What follows belongs to an exercise in optimizing a design on an open flow for small area, a short achievable clock period and few clock cycles; a production flow would make more cautious choices. RTL that was checked went through simulation tests only; none was proved equivalent to the original. No activity file was given, so power comes from the tool's default toggle rates.

==> inputs of violet <==
// calc
module calc(
    input clk,
    input rst_n,
    input [7:0] num,
    input [2:0] op,
    input start,
    output [15:0] result,
    output [15:0] display_val,
    output [2:0] led_op,
    output stop
);
==> module calc, before the edit <==
module calc(
    input clk,
    input rst_n,
    input [7:0] num,
    input [2:0] op,
    input start,
    output [15:0] result,
    output [15:0] display_val,
    output [2:0] led_op,
    output stop
);
localparam ADD = 3'd6;
localparam SUB = 3'd5;
localparam MUL = 3'd4;
localparam DIV = 3'd1;
localparam ENT = 3'd2;
localparam CLR = 3'd3;
reg [15:0] a, b, r;
reg [2:0]  o;           
reg        stp;         
reg        busy;        
reg        fresh;       
reg [3:0]  cnt;         
reg        algn;        
reg        fix;         
reg        sg;          
reg        bneg;        
wire ph = |o;
assign result = r;
assign display_val = a;
assign led_op = o;
assign stop = stp;
wire is_add = (o == ADD);
wire is_sub = (o == SUB);
wire is_mul = (o == MUL);
wire is_div = (o == DIV);
wire [15:0] ae = a & {16{~fresh}};    
wire div_run = busy & is_div & ~fix;
wire b_fix   = busy & is_div & fix;
wire sel_a = (~busy & (is_add | is_sub) & ~fresh) | div_run;
wire inv_a = ~busy & is_sub;
wire sel_r = (busy & is_mul) | b_fix;
wire y_en  = is_add | is_sub | (is_mul & ae[0]) | (is_div & ~b_fix);
wire y_inv = (~busy & is_div & b[15]) | (div_run & ~bneg);
wire ci    = y_inv | inv_a | (b_fix & sg);
wire [15:0] x = sel_a ? (a ^ {16{inv_a}}) : (sel_r ? r : {16{inv_a}});
wire [15:0] y = (b & {16{y_en}}) ^ {16{y_inv}};
wire [15:0] s;
wire        co;
rca #(16) u_add(.x(x), .y(y), .ci(ci), .s(s), .co(co));
wire [15:0] cur = ae;
wire [15:0] c10 = {cur[12:0], 3'd0} + {cur[14:0], 1'b0};
wire [7:0] hi1 = c10[15:8] + 8'd1;
wire [7:0] lo;
wire       c8;
cla8 u_lo(.x(c10[7:0]), .y(num), .s(lo), .co(c8));
wire [15:0] dg = {c8 ? hi1 : c10[15:8], lo};
wire [15:0] pm;         
assign pm[15] = a[15];
genvar gi;
generate
    for (gi = 14; gi >= 0; gi = gi - 1) begin : g_pm
        assign pm[gi] = pm[gi+1] | a[gi];
    end
endgenerate
wire fits = y[15] & (y[14] | ~bneg) & ~|(~y[14:0] & ~pm[15:1]) & ~&cnt;
wire req    = start & ~stp & ~busy;
wire q_dig  = req & (op == 3'd0);
wire q_clr  = req & (op == CLR);
wire q_ent  = req & (op == ENT) & ph;
wire q_opk  = req & (op == ADD || op == SUB || op == MUL || op == DIV) & ~ph;
wire mul_last = ~|ae[15:1];
wire b_mul   = busy & is_mul;
wire b_shift = div_run & algn & fits;
wire b_step  = div_run & ~(algn & fits);
wire last    = b_step & (cnt == 4'd0);
wire done    = (b_mul & mul_last) | b_fix;
wire e_mul = q_ent & is_mul;
wire e_div = q_ent & is_div;
wire e_as  = q_ent & (is_add | is_sub);
wire a_dg  = q_dig;
wire a_s   = e_div | e_as | ((e_mul | b_mul) & mul_last) | (b_step & co & ~last) | b_fix;
wire a_sh  = (e_mul | b_mul) & ~mul_last;
wire a_hld = ~(a_dg | a_s | a_sh | q_clr | last);
wire b_a   = (q_opk | e_div) & ~fresh;
wire b_shl = e_mul | b_mul | b_shift;
wire b_shr = b_step;
wire b_hld = ~(q_opk | e_div | b_shl | b_shr);
wire r_s   = e_as | e_mul | b_mul | b_fix;
wire r_sh  = b_step;
wire r_ini = e_div;
wire r_hld = ~(r_s | r_sh | r_ini | q_clr);
wire sgn = ae[15] ^ b[15];
always @(posedge clk) begin
    if (~rst_n) begin
        a <= 0; r <= 0;
    end else begin
        a <= ({16{a_dg}} & dg) | ({16{a_s}} & s) |
             ({16{a_sh}} & {1'b0, a[15:1]}) | ({16{a_hld}} & a);
        r <= ({16{r_s}} & s) | ({16{r_sh}} & {r[14:0], co ^ sg}) |
             {16{r_ini & sgn}} | ({16{r_hld}} & r);
    end
end
always @(posedge clk) begin
    b <= ({16{b_a}} & a) | ({16{b_shl}} & {b[14:0], 1'b0}) |
         ({16{b_shr}} & {bneg, b[15:1]}) | ({16{b_hld}} & b);
end
always @(posedge clk) begin
    if (~rst_n) begin
        o <= 0; stp <= 0; busy <= 0; fresh <= 0;
    end else begin
        if (stp & ~start) stp <= 0;
        if (req | done) stp <= 1;
        if ((e_mul & ~mul_last) | e_div) begin busy <= 1; stp <= 0; end
        if (done) busy <= 0;
        if (q_opk) o <= op;
        if (q_clr | e_as | (e_mul & mul_last) | done) o <= 0;
        if (q_dig) fresh <= 0;
        if (q_opk | e_as | (e_mul & mul_last) | done) fresh <= 1;
    end
end
always @(posedge clk) begin
    if (e_div) begin
        sg <= sgn; bneg <= ae[15];
        cnt <= 0; algn <= 1; fix <= 0;
    end else begin
        if (b_shift) cnt <= cnt + 4'd1;
        if (b_step) begin
            algn <= 0;
            cnt <= cnt - 4'd1;
            if (cnt == 4'd0) fix <= 1;
        end
        if (b_fix) fix <= 0;
    end
end
endmodule
==> module cla8, before the edit <==
module cla8 (
    input  [7:0] x,
    input  [7:0] y,
    output [7:0] s,
    output       co
);
wire [7:0] g0 = x & y;
wire [7:0] p0 = x ^ y;
wire [7:0] g1, p1, g2, p2, g3;
assign g1[0] = g0[0];
assign p1[0] = p0[0];
genvar i;
generate
    for (i = 1; i < 8; i = i + 1) begin : l1
        assign g1[i] = g0[i] | (p0[i] & g0[i-1]);
        assign p1[i] = p0[i] & p0[i-1];
    end
    for (i = 0; i < 2; i = i + 1) begin : l2a
        assign g2[i] = g1[i];
        assign p2[i] = p1[i];
    end
    for (i = 2; i < 8; i = i + 1) begin : l2
        assign g2[i] = g1[i] | (p1[i] & g1[i-2]);
        assign p2[i] = p1[i] & p1[i-2];
    end
    for (i = 0; i < 4; i = i + 1) begin : l3a
        assign g3[i] = g2[i];
    end
    for (i = 4; i < 8; i = i + 1) begin : l3
        assign g3[i] = g2[i] | (p2[i] & g2[i-4]);
    end
endgenerate
assign s = p0 ^ {g3[6:0], 1'b0};
assign co = g3[7];
endmodule
Settings: LEC_CHECK=0, CAP_MARGIN=20, CORE_MARGIN=2, CORE_UTILIZATION=70, PLACE_DENSITY=0.8, SLEW_MARGIN=20; clock period 55.0 ns.
standard.sh (not shown) runs the stock make flow with config.mk's settings and CLKGATE_MAP_FILE= SYNTH_SCRIPT=/design/flow/synth_recipe.tcl, a recipe that flattens the netlist after the stock synthesis.
==> flow/flow/run.sh <==
#!/bin/bash
# Layout flow: the standard flow with small port buffers and a clock
# tree without dummy loads: a clkbuf_8 root and clkbuf_4 leaves driving
# small clusters of flip-flops. Each tool's output is in standard.log.
bash standard.sh \
  "BUFFER_PORTS_ARGS=-buffer_cell sky130_fd_sc_hd__buf_2" \
  "CTS_ARGS=-sink_clustering_enable -sink_clustering_size 6 -repair_clock_nets -dont_use_dummy_load -root_buf sky130_fd_sc_hd__clkbuf_8 -buf_list sky130_fd_sc_hd__clkbuf_4" \
  finish > standard.log 2>&1
==> willow (differences from violet) <==
--- a/flow/design.v
+++ b/flow/design.v
@@ -19,7 +19,7 @@
 reg [2:0]  o;           
 reg        stp;         
 reg        busy;        
-reg        fresh;       
+reg        show_b, show_r;
 reg [3:0]  cnt;         
 reg        algn;        
 reg        fix;         
@@ -27,29 +27,29 @@
 reg        bneg;        
 wire ph = |o;
 assign result = r;
-assign display_val = a;
+assign display_val = show_b ? b : (show_r ? r : a);
 assign led_op = o;
 assign stop = stp;
 wire is_add = (o == ADD);
 wire is_sub = (o == SUB);
 wire is_mul = (o == MUL);
 wire is_div = (o == DIV);
-wire [15:0] ae = a & {16{~fresh}};    
 wire div_run = busy & is_div & ~fix;
-wire b_fix   = busy & is_div & fix;
-wire sel_a = (~busy & (is_add | is_sub) & ~fresh) | div_run;
+wire sel_a = (~busy & (is_add | is_sub)) | div_run;
 wire inv_a = ~busy & is_sub;
-wire sel_r = (busy & is_mul) | b_fix;
-wire y_en  = is_add | is_sub | (is_mul & ae[0]) | (is_div & ~b_fix);
+wire sel_r = busy & (is_mul | fix);
+wire y_en  = is_add | is_sub | (is_mul & a[0]) | is_div & ~fix;
 wire y_inv = (~busy & is_div & b[15]) | (div_run & ~bneg);
-wire ci    = y_inv | inv_a | (b_fix & sg);
-wire [15:0] x = sel_a ? (a ^ {16{inv_a}}) : (sel_r ? r : {16{inv_a}});
+wire ci    = y_inv | inv_a | (busy & fix);
+wire [15:0] x = sel_a ? (a ^ {16{inv_a}}) : (sel_r ? r : 16'd0);
 wire [15:0] y = (b & {16{y_en}}) ^ {16{y_inv}};
 wire [15:0] s;
 wire        co;
 rca #(16) u_add(.x(x), .y(y), .ci(ci), .s(s), .co(co));
-wire [15:0] cur = ae;
-wire [15:0] c10 = {cur[12:0], 3'd0} + {cur[14:0], 1'b0};
+wire [15:0] cur = a;
+wire [15:0] c10;
+rca #(13) u_x10(.x(cur[12:0]), .y(cur[14:2]), .ci(1'b0), .s(c10[15:3]), .co());
+assign c10[2:0] = {cur[1:0], 1'b0};
 wire [7:0] hi1 = c10[15:8] + 8'd1;
 wire [7:0] lo;
 wire       c8;
@@ -69,28 +69,31 @@
 wire q_clr  = req & (op == CLR);
 wire q_ent  = req & (op == ENT) & ph;
 wire q_opk  = req & (op == ADD || op == SUB || op == MUL || op == DIV) & ~ph;
-wire mul_last = ~|ae[15:1];
+wire mul_last = ~|a[15:1];
 wire b_mul   = busy & is_mul;
+wire b_fix   = busy & is_div & fix;
 wire b_shift = div_run & algn & fits;
 wire b_step  = div_run & ~(algn & fits);
 wire last    = b_step & (cnt == 4'd0);
-wire done    = (b_mul & mul_last) | b_fix;
+wire done    = (b_mul & mul_last) | b_fix | (last & ~sg);
 wire e_mul = q_ent & is_mul;
 wire e_div = q_ent & is_div;
 wire e_as  = q_ent & (is_add | is_sub);
 wire a_dg  = q_dig;
-wire a_s   = e_div | e_as | ((e_mul | b_mul) & mul_last) | (b_step & co & ~last) | b_fix;
-wire a_sh  = (e_mul | b_mul) & ~mul_last;
-wire a_hld = ~(a_dg | a_s | a_sh | q_clr | last);
-wire b_a   = (q_opk | e_div) & ~fresh;
+wire a_s   = e_div | (b_step & co & ~last);
+wire a_sh  = e_mul | b_mul;
+wire a_clr = q_clr | q_opk | e_as | last;
+wire a_hld = ~(a_dg | a_s | a_sh | a_clr);
+wire b_a   = q_opk | e_div;
 wire b_shl = e_mul | b_mul | b_shift;
 wire b_shr = b_step;
-wire b_hld = ~(q_opk | e_div | b_shl | b_shr);
+wire b_hld = ~(b_a | b_shl | b_shr);
 wire r_s   = e_as | e_mul | b_mul | b_fix;
 wire r_sh  = b_step;
 wire r_ini = e_div;
-wire r_hld = ~(r_s | r_sh | r_ini | q_clr);
-wire sgn = ae[15] ^ b[15];
+wire r_clr = q_clr;
+wire r_hld = ~(r_s | r_sh | r_ini | r_clr);
+wire sgn = a[15] ^ b[15];
 always @(posedge clk) begin
     if (~rst_n) begin
         a <= 0; r <= 0;
@@ -107,7 +110,8 @@
 end
 always @(posedge clk) begin
     if (~rst_n) begin
-        o <= 0; stp <= 0; busy <= 0; fresh <= 0;
+        o <= 0; stp <= 0; busy <= 0; show_b <= 0; show_r <= 0;
+        cnt <= 0; algn <= 0; fix <= 0; sg <= 0; bneg <= 0;
     end else begin
         if (stp & ~start) stp <= 0;
         if (req | done) stp <= 1;
@@ -115,20 +119,18 @@
         if (done) busy <= 0;
         if (q_opk) o <= op;
         if (q_clr | e_as | (e_mul & mul_last) | done) o <= 0;
-        if (q_dig) fresh <= 0;
-        if (q_opk | e_as | (e_mul & mul_last) | done) fresh <= 1;
-    end
-end
-always @(posedge clk) begin
-    if (e_div) begin
-        sg <= sgn; bneg <= ae[15];
-        cnt <= 0; algn <= 1; fix <= 0;
-    end else begin
+        if (q_dig) begin show_b <= 0; show_r <= 0; end
+        if (q_opk & ~show_r) show_b <= 1;
+        if (q_clr | q_ent) begin show_b <= 0; show_r <= 1; end
+        if (e_div) begin
+            sg <= sgn; bneg <= a[15];
+            cnt <= 0; algn <= 1; fix <= 0;
+        end
         if (b_shift) cnt <= cnt + 4'd1;
         if (b_step) begin
             algn <= 0;
             cnt <= cnt - 4'd1;
-            if (cnt == 4'd0) fix <= 1;
+            if (cnt == 4'd0 && sg) fix <= 1;
         end
         if (b_fix) fix <= 0;
     end
@@ -161,8 +163,7 @@
 wire [7:0] g0 = x & y;
 wire [7:0] p0 = x ^ y;
 wire [7:0] g1, p1, g2, p2, g3;
-assign g1[0] = g0[0];
-assign p1[0] = p0[0];
+assign g1[0] = g0[0];                 assign p1[0] = p0[0];
 genvar i;
 generate
     for (i = 1; i < 8; i = i + 1) begin : l1
@@ -170,8 +171,7 @@
         assign p1[i] = p0[i] & p0[i-1];
     end
     for (i = 0; i < 2; i = i + 1) begin : l2a
-        assign g2[i] = g1[i];
-        assign p2[i] = p1[i];
+        assign g2[i] = g1[i]; assign p2[i] = p1[i];
     end
     for (i = 2; i < 8; i = i + 1) begin : l2
         assign g2[i] = g1[i] | (p1[i] & g1[i-2]);
==> flow/run.sh (new file) <==
#!/bin/bash
# synth_recipe.tcl (not shown) runs the flow's synth.tcl, then flattens the netlist and writes it again
# the make line also repeats each setting of config.mk as NAME=value (left out here)
make -C /OpenROAD-flow-scripts/flow DESIGN_CONFIG=/design/flow/config.mk WORK_HOME=/design/flow/orfs CLKGATE_MAP_FILE= SYNTH_SCRIPT=/design/flow/synth_recipe.tcl finish
removed: flow/flow/run.sh
removed: flow/standard.sh
==> xenon (differences from violet) <==
==> flow/flow/run.sh (replaced) <==
#!/bin/bash
# Layout flow: the standard flow with small port buffers and a clock
# tree of small buffers without dummy loads. Each tool's output is in standard.log.
bash standard.sh \
  "BUFFER_PORTS_ARGS=-buffer_cell sky130_fd_sc_hd__buf_2" \
  "CTS_ARGS=-sink_clustering_enable -repair_clock_nets -dont_use_dummy_load -buf_list sky130_fd_sc_hd__clkbuf_8" \
  finish > standard.log 2>&1
Settings changed: CORE_UTILIZATION 70 to 60, PLACE_DENSITY 0.8 to 0.7.
==> juniper (differences from violet) <==
==> flow/design.v (replaced) <==
module calc(
    input clk,
    input rst_n,
    input [7:0] num,
    input [2:0] op,
    input start,
    output [15:0] result,
    output [15:0] display_val,
    output [2:0] led_op,
    output stop
);
localparam ADD = 3'd6;
localparam SUB = 3'd5;
localparam MUL = 3'd4;
localparam DIV = 3'd1;
localparam ENT = 3'd2;
localparam CLR = 3'd3;
reg [15:0] a, b, r;
reg [2:0]  o;           
reg        stp;         
reg        busy;        
reg        show_b, show_r;
reg [3:0]  cnt;         
reg        algn;        
reg        fix;         
reg        sg;          
reg        bneg;        
wire ph = |o;
assign result = r;
assign display_val = show_b ? b : (show_r ? r : a);
assign led_op = o;
assign stop = stp;
wire is_add = (o == ADD);
wire is_sub = (o == SUB);
wire is_mul = (o == MUL);
wire is_div = (o == DIV);
wire div_run = busy & is_div & ~fix;
wire sel_a = (~busy & (is_add | is_sub | is_div)) | div_run;
wire inv_a = ~busy & is_div & a[15];
wire sel_r = busy & (is_mul | fix);
wire y_en  = is_add | is_sub | (is_mul & a[0]) | div_run;
wire y_inv = (~busy & is_sub) | (div_run & ~bneg);
wire ci    = y_inv | inv_a | (busy & fix);
wire [15:0] x = sel_a ? (a ^ {16{inv_a}}) : (sel_r ? r : 16'd0);
wire [15:0] y = (b & {16{y_en}}) ^ {16{y_inv}};
wire [15:0] s;
wire        co;
rca #(16) u_add(.x(x), .y(y), .ci(ci), .s(s), .co(co));
wire [15:0] cur = ph ? b : a;
wire [15:0] c10;
rca #(13) u_x10(.x(cur[12:0]), .y(cur[14:2]), .ci(1'b0), .s(c10[15:3]), .co());
assign c10[2:0] = {cur[1:0], 1'b0};
wire [7:0] hi1 = c10[15:8] + 8'd1;
wire [7:0] lo;
wire       c8;
cla8 u_lo(.x(c10[7:0]), .y(num), .s(lo), .co(c8));
wire [15:0] dg = {c8 ? hi1 : c10[15:8], lo};
wire [15:0] pm;         
assign pm[15] = a[15];
genvar gi;
generate
    for (gi = 14; gi >= 0; gi = gi - 1) begin : g_pm
        assign pm[gi] = pm[gi+1] | a[gi];
    end
endgenerate
wire fits = y[15] & (y[14] | ~bneg) & ~|(~y[14:0] & ~pm[15:1]) & ~&cnt;
wire req    = start & ~stp & ~busy;
wire q_dig  = req & (op == 3'd0);
wire q_clr  = req & (op == CLR);
wire q_ent  = req & (op == ENT) & ph;
wire q_opk  = req & (op == ADD || op == SUB || op == MUL || op == DIV) & ~ph;
wire mul_last = ~|a[15:1];
wire b_mul   = busy & is_mul;
wire b_fix   = busy & is_div & fix;
wire b_shift = div_run & algn & fits;
wire b_step  = div_run & ~(algn & fits);
wire last    = b_step & (cnt == 4'd0);
wire done    = (b_mul & mul_last) | b_fix | (last & ~sg);
wire e_mul = q_ent & is_mul;
wire e_div = q_ent & is_div;
wire e_as  = q_ent & (is_add | is_sub);
wire a_dg  = q_dig & ~ph;
wire a_s   = e_div | (b_step & co & ~last);
wire a_sh  = e_mul | b_mul;
wire a_clr = q_clr | e_as | last;
wire a_hld = ~(a_dg | a_s | a_sh | a_clr);
wire b_dg  = q_dig & ph;
wire b_shl = e_mul | b_mul | b_shift;
wire b_shr = b_step;
wire b_clr = q_clr | q_opk;
wire b_hld = ~(b_dg | b_shl | b_shr | b_clr);
wire r_s   = e_as | e_mul | b_mul | b_fix;
wire r_sh  = b_step;
wire r_ini = e_div;
wire r_clr = q_clr;
wire r_hld = ~(r_s | r_sh | r_ini | r_clr);
wire sgn = a[15] ^ b[15];
always @(posedge clk) begin
    if (~rst_n) begin
        a <= 0; b <= 0; r <= 0;
    end else begin
        a <= ({16{a_dg}} & dg) | ({16{a_s}} & s) |
             ({16{a_sh}} & {1'b0, a[15:1]}) | ({16{a_hld}} & a);
        b <= ({16{b_dg}} & dg) | ({16{b_shl}} & {b[14:0], 1'b0}) |
             ({16{b_shr}} & {bneg, b[15:1]}) | ({16{b_hld}} & b);
        r <= ({16{r_s}} & s) | ({16{r_sh}} & {r[14:0], co ^ sg}) |
             {16{r_ini & sgn}} | ({16{r_hld}} & r);
    end
end
always @(posedge clk) begin
    if (~rst_n) begin
        o <= 0; stp <= 0; busy <= 0; show_b <= 0; show_r <= 0;
        cnt <= 0; algn <= 0; fix <= 0; sg <= 0; bneg <= 0;
    end else begin
        if (stp & ~start) stp <= 0;
        if (req | done) stp <= 1;
        if ((e_mul & ~mul_last) | e_div) begin busy <= 1; stp <= 0; end
        if (done) busy <= 0;
        if (q_opk) o <= op;
        if (q_clr | e_as | (e_mul & mul_last) | done) o <= 0;
        if (q_dig) begin show_b <= ph; show_r <= 0; end
        if (q_clr | q_ent) begin show_b <= 0; show_r <= 1; end
        if (e_div) begin
            sg <= sgn; bneg <= b[15];
            cnt <= 0; algn <= 1; fix <= 0;
        end
        if (b_shift) cnt <= cnt + 4'd1;
        if (b_step) begin
            algn <= 0;
            cnt <= cnt - 4'd1;
            if (cnt == 4'd0 && sg) fix <= 1;
        end
        if (b_fix) fix <= 0;
    end
end
endmodule
module rca #(parameter W = 16) (
    input  [W-1:0] x,
    input  [W-1:0] y,
    input          ci,
    output [W-1:0] s,
    output         co
);
wire [W:0] c;
assign c[0] = ci;
assign co = c[W];
genvar i;
generate
    for (i = 0; i < W; i = i + 1) begin : g
        assign s[i] = x[i] ^ y[i] ^ c[i];
        assign c[i+1] = (x[i] & y[i]) | (c[i] & (x[i] ^ y[i]));
    end
endgenerate
endmodule
module cla8 (
    input  [7:0] x,
    input  [7:0] y,
    output [7:0] s,
    output       co
);
wire [7:0] g0 = x & y;
wire [7:0] p0 = x ^ y;
wire [7:0] g1, p1, g2, p2, g3;
assign g1[0] = g0[0];                 assign p1[0] = p0[0];
genvar i;
generate
    for (i = 1; i < 8; i = i + 1) begin : l1
        assign g1[i] = g0[i] | (p0[i] & g0[i-1]);
        assign p1[i] = p0[i] & p0[i-1];
    end
    for (i = 0; i < 2; i = i + 1) begin : l2a
        assign g2[i] = g1[i]; assign p2[i] = p1[i];
    end
    for (i = 2; i < 8; i = i + 1) begin : l2
        assign g2[i] = g1[i] | (p1[i] & g1[i-2]);
        assign p2[i] = p1[i] & p1[i-2];
    end
    for (i = 0; i < 4; i = i + 1) begin : l3a
        assign g3[i] = g2[i];
    end
    for (i = 4; i < 8; i = i + 1) begin : l3
        assign g3[i] = g2[i] | (p2[i] & g2[i-4]);
    end
endgenerate
assign s = p0 ^ {g3[6:0], 1'b0};
assign co = g3[7];
endmodule
==> flow/run.sh (new file) <==
#!/bin/bash
# synth_recipe.tcl (not shown) runs the flow's synth.tcl, then flattens the netlist and writes it again
# the make line also repeats each setting of config.mk as NAME=value (left out here)
make -C /OpenROAD-flow-scripts/flow DESIGN_CONFIG=/design/flow/config.mk WORK_HOME=/design/flow/orfs CLKGATE_MAP_FILE= SYNTH_SCRIPT=/design/flow/synth_recipe.tcl finish
Settings changed: CORE_UTILIZATION 70 to 40, PLACE_DENSITY 0.8 to 0.6.
removed: flow/flow/run.sh
removed: flow/standard.sh
==> comparison table <==
| quantity | xenon | juniper | willow | violet |
|---|---|---|---|---|
| Result of the run | no timing/DRC/antenna violations | no timing/DRC/antenna violations | no timing/DRC/antenna violations | no timing/DRC/antenna violations |
| Total half-perimeter wirelength after legalization and detailed placement | 11700 um | 14500 um | 11000 um | 11400 um |
| Biggest power consumer among the groups | sequential cells | the clock network | sequential cells | sequential cells |
| Buffers & Inverters on Critical Path | 1 | 2 | 2 | 1 |
| Vias in the first global route | 5242 | 5783 | 4995 | 5297 |
| Max_slew headroom | 0.330 | 0.212 | 0.221 | 0.256 |
| Worst setup startpoint | num[2] | start | op[0] | num[2] |
| Sequential fraction of total cell area | 0.227 | 0.189 | 0.210 | 0.228 |
| Die Width | 97.0 um | 125 um | 91.1 um | 90.1 um |
| Share of the final layout cell area in multi-input gates | 0.668 | 0.624 | 0.621 | 0.668 |
| Finished Core Util | 0.669 | 0.466 | 0.823 | 0.768 |
| Worst-Skew Late Latency | 360 ps | 350 ps | 350 ps | 360 ps |
| Layout non-clock buf frac | 0.0496 | 0.0874 | 0.0942 | 0.0497 |
| Post-detailed-route wirelength per cell | 20.7 um | 22.5 um | 21.4 um | 20.0 um |
| Synthesized-area fraction occupied by ao, oa, aoi and oai cells | 0.284 | 0.291 | 0.279 | 0.284 |
| Fill cells | 760 | 1426 | 477 | 598 |
| Synthesis-to-layout area growth | 7.09% | 15.1% | 13.0% | 6.80% |
| Root Buffer | sky130_fd_sc_hd__clkbuf_8 | sky130_fd_sc_hd__clkbuf_16 | sky130_fd_sc_hd__clkbuf_8 | sky130_fd_sc_hd__clkbuf_8 |
| Final net count | 741 | 789 | 699 | 741 |
| Switching power total | 27.3 uW | 30.7 uW | 27.4 uW | 26.7 uW |
Testbench counts of violet, summed over its fixed seeds: cycles 28,309.
Testbench counts of willow, summed over its fixed seeds: cycles 28,086.
Testbench counts of xenon, summed over its fixed seeds: cycles 28,309.
The RTL of juniper was laid out without a check of its function.

## afterwards: timing with drivers on the ports
In the flow no input, the clock included, has a driving cell. The finished layouts below were timed again as built, in two steps.
Step 1, drivers: a clkbuf_16 drives clk and a buf_2 each remaining input, both assumed.
Step 2, shift: input delay + t, output delay - t, t = (earliest + latest rising clock arrival at the registers) / 2. This alone moves slack from input paths to output paths.
Slacks: ideal / step 1 / step 2; pairs: ideal / step 1.
run	t (ns)	slack for setup (ns)	worst data-port slew with drivers (ns)
violet	0.378	41.846 / 41.860 / 41.482	0.03
willow	0.379	41.123 / 41.125 / 40.746	0.04
xenon	0.377	41.677 / 41.695 / 41.318	0.03
juniper	0.378	41.484 / 41.492 / 41.114	0.03
After both steps setup and hold are still met in every run listed. For willow, which loses most, drivers alone change the setup slack by +0.002 ns; drivers and shift together by -0.377 ns.
